This design comes from an exercise in tuning for small area on the open sky130 flow, not from production work. The RTL was checked by simulation tests, not by an equivalence proof against the original design.

==> job 5388 <==
// router_top
module router_top(
    input clk,resetn,
    input read_en_0,read_en_1,read_en_2,
    input pkt_valid,
    input [7:0]data_in,
    output [7:0]data_out_0,data_out_1,data_out_2,
    output valid_out_0,valid_out_1,valid_out_2,
    output err,busy
    );
export LEC_CHECK = 0
export CAP_MARGIN = 20
export CORE_MARGIN = 2
export CORE_UTILIZATION = 70
export PLACE_DENSITY = 0.8
export SLEW_MARGIN = 20
create_clock -name core_clock -period 5.0 [get_ports {clk}]
standard.sh (not shown) runs the stock make flow with config.mk's settings and CLKGATE_MAP_FILE= SYNTH_SCRIPT=/design/flow/synth_recipe.tcl, a recipe that flattens the netlist after the stock synthesis.
==> flow/flow/run.sh <==
#!/bin/bash
# The standard layout (standard.sh), with these changes:
#  - synthesis: the standard flow's script, but ABC maps with flow/abc_area.script
#    (area recovery in &nf) and without weak NOR3/NOR4 cells; everything before and after ABC, and so every
#    register, is as in the standard synthesis;
#  - clock tree: clkbuf_8 leaf buffers in clusters of up to 16 flip-flops,
#    without dummy loads;
#  - floorplan: ABC's buffers removed instead of a timing repair on the
#    unplaced, unbuffered netlist (REMOVE_ABC_BUFFERS);
#  - timing-driven global placement keeps none of its trial repairs
#    (GPL_KEEP_OVERFLOW=0); repair_design after placement does the fixing;
#  - port buffers: buf_1.
set -euo pipefail
HERE=$(pwd)
# weak NOR3/NOR4 cells, kept out of ABC's mapping only: as drivers of the
# read-select lines they make the placer add a buffer to each line
ABC_DONT_USE="sky130_fd_sc_hd__nor3_1 sky130_fd_sc_hd__nor3b_1 sky130_fd_sc_hd__nor4_1 sky130_fd_sc_hd__nor4b_1 sky130_fd_sc_hd__nor4bb_1"
sed "s#source \$::env(SCRIPTS_DIR)/synth_preamble.tcl#source \$::env(SCRIPTS_DIR)/synth_preamble.tcl\nset abc_args [lreplace \$abc_args 1 1 $HERE/flow/abc_area.script]\nforeach c {$ABC_DONT_USE} { lappend abc_args -dont_use \$c }#" \
  "$FLOW_HOME/scripts/synth.tcl" > synth_abc.tcl
sed "s#source \$::env(SCRIPTS_DIR)/synth.tcl#source $HERE/synth_abc.tcl#" synth_recipe.tcl > synth_recipe_abc.tcl
sed "s#SYNTH_SCRIPT=[^ ]*#SYNTH_SCRIPT=$HERE/synth_recipe_abc.tcl#" standard.sh > standard_abc.sh
export CTS_ARGS="-sink_clustering_enable -repair_clock_nets -dont_use_dummy_load -sink_clustering_size 16 -sink_clustering_max_diameter 60 -buf_list sky130_fd_sc_hd__clkbuf_8"
export REMOVE_ABC_BUFFERS=1
export GPL_KEEP_OVERFLOW=0
export BUFFER_PORTS_ARGS="-buffer_cell sky130_fd_sc_hd__buf_1"
bash standard_abc.sh > standard.log 2>&1
==> flow/flow/abc_area.script <==
&get -n
&st
&dch
&nf -R 1000 -p -F 8 -A 4 -C 32
&put
mfs3 -ae
==> job 5967 (differences from job 5388) <==
==> flow/flow/run.sh (replaced) <==
#!/bin/bash
# The standard layout (standard.sh), with these changes:
#  - synthesis: the standard flow's script, but ABC maps with flow/abc_area.script
#    (area recovery in &nf); everything before and after ABC, and so every
#    register, is as in the standard synthesis;
#  - clock tree: clkbuf_8 leaf buffers in clusters of up to 16 flip-flops,
#    without dummy loads;
#  - floorplan: ABC's buffers removed instead of a timing repair on the
#    unplaced, unbuffered netlist (REMOVE_ABC_BUFFERS);
#  - port buffers: buf_1.
set -euo pipefail
HERE=$(pwd)
sed "s#source \$::env(SCRIPTS_DIR)/synth_preamble.tcl#source \$::env(SCRIPTS_DIR)/synth_preamble.tcl\nset abc_args [lreplace \$abc_args 1 1 $HERE/flow/abc_area.script]#" \
  "$FLOW_HOME/scripts/synth.tcl" > synth_abc.tcl
sed "s#source \$::env(SCRIPTS_DIR)/synth.tcl#source $HERE/synth_abc.tcl#" synth_recipe.tcl > synth_recipe_abc.tcl
sed "s#SYNTH_SCRIPT=[^ ]*#SYNTH_SCRIPT=$HERE/synth_recipe_abc.tcl#" standard.sh > standard_abc.sh
export CTS_ARGS="-sink_clustering_enable -repair_clock_nets -dont_use_dummy_load -sink_clustering_size 16 -sink_clustering_max_diameter 60 -buf_list sky130_fd_sc_hd__clkbuf_8"
export REMOVE_ABC_BUFFERS=1
export BUFFER_PORTS_ARGS="-buffer_cell sky130_fd_sc_hd__buf_1"
bash standard_abc.sh > standard.log 2>&1
==> run summary <==
Job 5967 ran to the end with no violations. Job 5388 completed with no timing, DRC or antenna violations.
Against job 5388, the non-clock buffer count of job 5967 is higher by 36.
Between job 5388 and job 5967, the lower first-iteration DRC count is in job 5388 (gap about 0.3%, measured against job 5967).
Global-route usage is about the same in job 5388 and job 5967.
In job 5388 the via count is larger than in job 5967, by 0.35%.
Of job 5388 and job 5967, job 5388 has the higher design area (gap about 0.27%, measured against job 5967).
Against job 5967, the setup slack of job 5388 is lower by 0.030 ns.
In flip-flop and latch count, job 5967 and job 5388 do not differ.
In utilization, job 5967 and job 5388 hardly differ.


==> v28: inputs <==
Another version of the RTL of router_top (not shown whole).
==> flow/config.mk <==
export PLATFORM = sky130hd
export DESIGN_NAME = router_top
export DESIGN_NICKNAME = router_top
export VERILOG_FILES = /design/flow/design.v
export SDC_FILE = /design/flow/constraint.sdc
export NUM_CORES = 4
export LEC_CHECK = 0
export CAP_MARGIN = 20
export CORE_MARGIN = 2
export CORE_UTILIZATION = 40
export CTS_BUF_LIST = sky130_fd_sc_hd__clkbuf_16
export CTS_CLUSTER_DIAMETER = 70
export CTS_CLUSTER_SIZE = 30
export SLEW_MARGIN = 20
==> flow/constraint.sdc <==
create_clock -name core_clock -period 5.0 [get_ports {clk}]
set_input_delay 1.0000 -clock core_clock [delete_from_list [all_inputs] [get_ports {clk}]]
set_output_delay 1.0000 -clock core_clock [all_outputs]
set_load 0.01 [all_outputs]
run.sh (not shown) runs the stock make flow with config.mk's settings and CLKGATE_MAP_FILE= SYNTH_SCRIPT=/design/flow/synth_recipe.tcl, a recipe that flattens the netlist after the stock synthesis.
Stock flow here: none of the scripts above is used.
==> v12: changes against v28 <==
--- a/flow/design.v
+++ b/flow/design.v
@@ -1,41 +1,45 @@
 module fifo (
     input clk,
     resetn,
     soft_reset,
     input read_en,
     write_en,
-    input lfd_state,
+    input header_flag,
     input [7:0] data_in,
     output reg [7:0] data_out,
     output empty,
     full
 );
   reg [143:0] mem;
   reg [4:0] occ;
-  reg delay_lfd;
   reg count_zero;
   reg [5:0] count_m1;
   wire rst = ~resetn | soft_reset;
   assign empty = occ[4];
   assign full  = ~occ[4] & (&occ[3:0]);
   wire wr = write_en & ~full;
   wire rd = read_en & ~empty;
-  wire [8:0] head = mem[occ[3:0]*9 +: 9];
-  always @(posedge clk) begin
-    if (rst) delay_lfd <= 1'b0;
-    else delay_lfd <= lfd_state;
+  wire [15:0] sel = 16'b1 << occ[3:0];
+  reg [8:0] head;
+  integer k;
+  always @(*) begin
+    head = 9'b0;
+    for (k = 0; k < 16; k = k + 1)
+      head = head | (mem[k*9 +: 9] & {9{sel[k]}});
   end
   always @(posedge clk) begin
     if (rst) occ <= 5'b11111;
     else if (wr & ~rd) occ <= occ + 5'd1;
     else if (rd & ~wr) occ <= occ - 5'd1;
   end
+  wire load = wr & ~rst;
+  wire hold = ~wr & ~rst;
   always @(posedge clk) begin
-    if (wr) mem <= {mem[134:0], delay_lfd, data_in};
+    mem <= ({144{load}} & {mem[134:0], header_flag, data_in}) | ({144{hold}} & mem);
   end
   wire flag1 = count_zero & (|data_out);
   always @(posedge clk) begin
     if (rst) data_out <= 8'b0;
     else if (flag1) data_out <= 8'b0;
     else if (rd) data_out <= head[7:0];
   end
@@ -62,22 +66,24 @@
     full_1,
     full_2,
     empty_0,
     empty_1,
     empty_2,
     detect_add,
     write_en_reg,
+    lfd_state,
     input [1:0] data_in,
     output valid_out_0,
     valid_out_1,
     valid_out_2,
     output reg soft_reset_0,
     output reg soft_reset_1,
     output reg soft_reset_2,
     output reg fifo_full,
+    output reg header_flag,
     output reg [2:0] write_en
 );
   reg [1:0] add;
   reg [4:0] timer_0, timer_1, timer_2;
   localparam [4:0] T_START = 5'd1, T_END = 5'd8;
   always @(posedge clk) begin
     if (~resetn) add <= 2'b00;
@@ -95,14 +101,26 @@
     case (add)
       2'b00:   fifo_full = full_0;
       2'b01:   fifo_full = full_1;
       2'b10:   fifo_full = full_2;
       default: fifo_full = 1'b0;
     endcase
   end
+  reg soft_reset_sel;
+  always @(*) begin
+    case (add)
+      2'b00:   soft_reset_sel = soft_reset_0;
+      2'b01:   soft_reset_sel = soft_reset_1;
+      default: soft_reset_sel = soft_reset_2;
+    endcase
+  end
+  always @(posedge clk) begin
+    if (~resetn) header_flag <= 1'b0;
+    else header_flag <= lfd_state & ~soft_reset_sel;
+  end
   assign valid_out_0 = ~empty_0;
   assign valid_out_1 = ~empty_1;
   assign valid_out_2 = ~empty_2;
   always @(posedge clk) begin
     if (~resetn) begin
       soft_reset_0 <= 1'b0;
       timer_0 <= T_START;
@@ -280,14 +298,15 @@
     output valid_out_0,valid_out_1,valid_out_2,
     output err,busy
     );
     wire wire_soft_reset_0, wire_soft_reset_1, wire_soft_reset_2;
     wire [2:0]wire_write_en;
     wire [7:0]wire_register_data_out;
     wire wire_lfd_state;
+    wire wire_header_flag;
     wire wire_empty_0,wire_empty_1,wire_empty_2;
     wire wire_full_0,wire_full_1,wire_full_2;
     wire wire_fifo_full;
     wire wire_parity_done;
     wire wire_detect_add;
     wire wire_write_en_reg;
     wire wire_low_pkt_valid;
@@ -295,39 +314,39 @@
     wire wire_rst_int_reg;
     fifo fifo_0 (
         .clk(clk),
         .resetn(resetn),
         .soft_reset(wire_soft_reset_0),
         .read_en(read_en_0),
         .write_en(wire_write_en[0]),
-        .lfd_state(wire_lfd_state),
+        .header_flag(wire_header_flag),
         .data_in(wire_register_data_out),
         .data_out(data_out_0),
         .empty(wire_empty_0),
         .full(wire_full_0)
     );
     fifo fifo_1 (
         .clk(clk),
         .resetn(resetn),
         .soft_reset(wire_soft_reset_1),
         .read_en(read_en_1),
         .write_en(wire_write_en[1]),
-        .lfd_state(wire_lfd_state),
+        .header_flag(wire_header_flag),
         .data_in(wire_register_data_out),
         .data_out(data_out_1),
         .empty(wire_empty_1),
         .full(wire_full_1)
     );
     fifo fifo_2 (
         .clk(clk),
         .resetn(resetn),
         .soft_reset(wire_soft_reset_2),
         .read_en(read_en_2),
         .write_en(wire_write_en[2]),
-        .lfd_state(wire_lfd_state),
+        .header_flag(wire_header_flag),
         .data_in(wire_register_data_out),
         .data_out(data_out_2),
         .empty(wire_empty_2),
         .full(wire_full_2)
     );
     synchronizer sync (
         .clk(clk),
@@ -339,22 +358,24 @@
         .full_1(wire_full_1),
         .full_2(wire_full_2),
         .empty_0(wire_empty_0),
         .empty_1(wire_empty_1),
         .empty_2(wire_empty_2),
         .detect_add(wire_detect_add),
         .write_en_reg(wire_write_en_reg),
+        .lfd_state(wire_lfd_state),
         .data_in(data_in[1:0]),
         .valid_out_0(valid_out_0),
         .valid_out_1(valid_out_1),
         .valid_out_2(valid_out_2),
         .soft_reset_0(wire_soft_reset_0),
         .soft_reset_1(wire_soft_reset_1),
         .soft_reset_2(wire_soft_reset_2),
         .fifo_full(wire_fifo_full),
+        .header_flag(wire_header_flag),
         .write_en(wire_write_en)
     ); 
         fsm fsm_ (
             .clk(clk),
             .resetn(resetn),
             .pkt_valid(pkt_valid),
             .parity_done(wire_parity_done),
==> flow/flow/run.sh (new file) <==
#!/bin/bash
# The standard layout (standard.sh), with these changes:
#  - synthesis: the standard flow's script, but ABC maps with flow/abc_area.script
#    (six rounds of choice computation, area-recovering &nf mapping and mfs3) and without weak NOR3/NOR4 cells; everything before and after ABC, and so every
#    register, is as in the standard synthesis;
#  - clock tree: clkbuf_8 leaf buffers in clusters of up to 16 flip-flops,
#    without dummy loads;
#  - floorplan: ABC's buffers removed instead of a timing repair on the
#    unplaced, unbuffered netlist (REMOVE_ABC_BUFFERS);
#  - port buffers: buf_1.
set -euo pipefail
HERE=$(pwd)
# weak NOR3/NOR4 cells, kept out of ABC's mapping only: as drivers of the
# read-select lines they make the placer add a buffer to each line
ABC_DONT_USE="sky130_fd_sc_hd__nor3_1 sky130_fd_sc_hd__nor3b_1 sky130_fd_sc_hd__nor4_1 sky130_fd_sc_hd__nor4b_1 sky130_fd_sc_hd__nor4bb_1"
sed "s#source \$::env(SCRIPTS_DIR)/synth_preamble.tcl#source \$::env(SCRIPTS_DIR)/synth_preamble.tcl\nset abc_args [lreplace \$abc_args 1 1 $HERE/flow/abc_area.script]\nforeach c {$ABC_DONT_USE} { lappend abc_args -dont_use \$c }#" \
  "$FLOW_HOME/scripts/synth.tcl" > synth_abc.tcl
sed "s#source \$::env(SCRIPTS_DIR)/synth.tcl#source $HERE/synth_abc.tcl#" synth_recipe.tcl > synth_recipe_abc.tcl
sed "s#SYNTH_SCRIPT=[^ ]*#SYNTH_SCRIPT=$HERE/synth_recipe_abc.tcl#" standard.sh > standard_abc.sh
export CTS_ARGS="-sink_clustering_enable -repair_clock_nets -dont_use_dummy_load -sink_clustering_size 16 -sink_clustering_max_diameter 60 -buf_list sky130_fd_sc_hd__clkbuf_8"
export REMOVE_ABC_BUFFERS=1
export BUFFER_PORTS_ARGS="-buffer_cell sky130_fd_sc_hd__buf_1"
bash standard_abc.sh > standard.log 2>&1
==> flow/flow/abc_area.script (new file) <==
&get -n
&st
&dch
&nf -R 1000 -p -F 8 -A 4 -C 32
&put
mfs3 -ae
&get -n
&st
&dch
&nf -R 1000 -p -F 8 -A 4 -C 32
&put
mfs3 -ae
&get -n
&st
&dch
&nf -R 1000 -p -F 8 -A 4 -C 32
&put
mfs3 -ae
&get -n
&st
&dch
&nf -R 1000 -p -F 8 -A 4 -C 32
&put
mfs3 -ae
&get -n
&st
&dch
&nf -R 1000 -p -F 8 -A 4 -C 32
&put
mfs3 -ae
&get -n
&st
&dch
&nf -R 1000 -p -F 8 -A 4 -C 32
&put
mfs3 -ae
==> flow/standard.sh (new file) <==
#!/bin/bash
# synth_recipe.tcl (not shown) runs the flow's synth.tcl, then flattens the netlist and writes it again
# the make line also repeats each setting of config.mk as NAME=value (left out here)
make -C /OpenROAD-flow-scripts/flow DESIGN_CONFIG=/design/flow/config.mk WORK_HOME=/design/flow/orfs CLKGATE_MAP_FILE= SYNTH_SCRIPT=/design/flow/synth_recipe.tcl "${@:-finish}"
==> flow/config.mk (replaced) <==
export PLATFORM = sky130hd
export DESIGN_NAME = router_top
export DESIGN_NICKNAME = router_top
export VERILOG_FILES = /design/flow/design.v
export SDC_FILE = /design/flow/constraint.sdc
export NUM_CORES = 4
export LEC_CHECK = 0
export CAP_MARGIN = 20
export CORE_MARGIN = 2
export CORE_UTILIZATION = 78
export PLACE_DENSITY = 0.86
export SLEW_MARGIN = 20
removed: flow/run.sh
==> qor summary <==
| metric | v12 | v28 |
|---|---|---|
| Status | complete, no violations | complete, no violations |
| CP Launch Point | fsm_.present_state[0]$_SDFF_PP0_ | fsm_.present_state[1]$_SDFF_PP0_ |
| Repair and plain buffers | 82 | 67 |
| Buf+Inv Stages, Crit Path | 2 | 3 |
| Maximum cell stage delay along the critical path | 0.47 ns | 0.88 ns |
| Met3 usage | 0.0595 | 0.0199 |
| Total CTS buffers | 40 | 31 |
| Vias/cell | 7.40 | 5.38 |
| Cell Count, Final, Fillers Out | 2103 | 1950 |
| Iteration-0 DRC Markers | 2560 | 1032 |
| Maximum clock frequency | 0.290 GHz | 0.319 GHz |
| Critical register-to-register path endpoint | fifo_1.occ[4]$_SDFFE_PN1P_ | fifo_2.mem[77]$_DFFE_PP_ |
| Count of multi-input combinational gates | 1089 | 563 |

-- static timing again, ports no longer ideal --
In the flow no input, the clock included, has a driving cell. The finished layouts below were timed again as built, in two steps. Step 1: set_driving_cell puts a clkbuf_16 on clk and a buf_2 on each other input, an assumption about the parent block. Step 2, shift: input delay + t, output delay - t, t = (earliest + latest rising clock arrival at the registers) / 2. This alone moves slack from input paths to output paths. Slacks: ideal ports / drivers / drivers and shift; pairs: ideal ports / drivers.
run | t, ns | setup WS [ns] | slew at the worst register clock pin (ns) | cell pins on the clock port's net
job 5388 | 0.596 | 1.262 / 1.262 / 1.135 | 0.10 / 0.10 | 1
job 5967 | 0.607 | 1.291 / 1.291 / 1.291 | 0.10 / 0.10 | 1
v28 | 0.651 | 1.868 / 1.868 / 1.246 | 0.11 / 0.11 | 1
v12 | 0.594 | 1.550 / 1.550 / 0.997 | 0.10 / 0.10 | 1
After both steps setup and hold are still met in every run listed. The setup slack of v28, which loses most, moves by 0.000 ns with the drivers and by -0.622 ns with both steps.
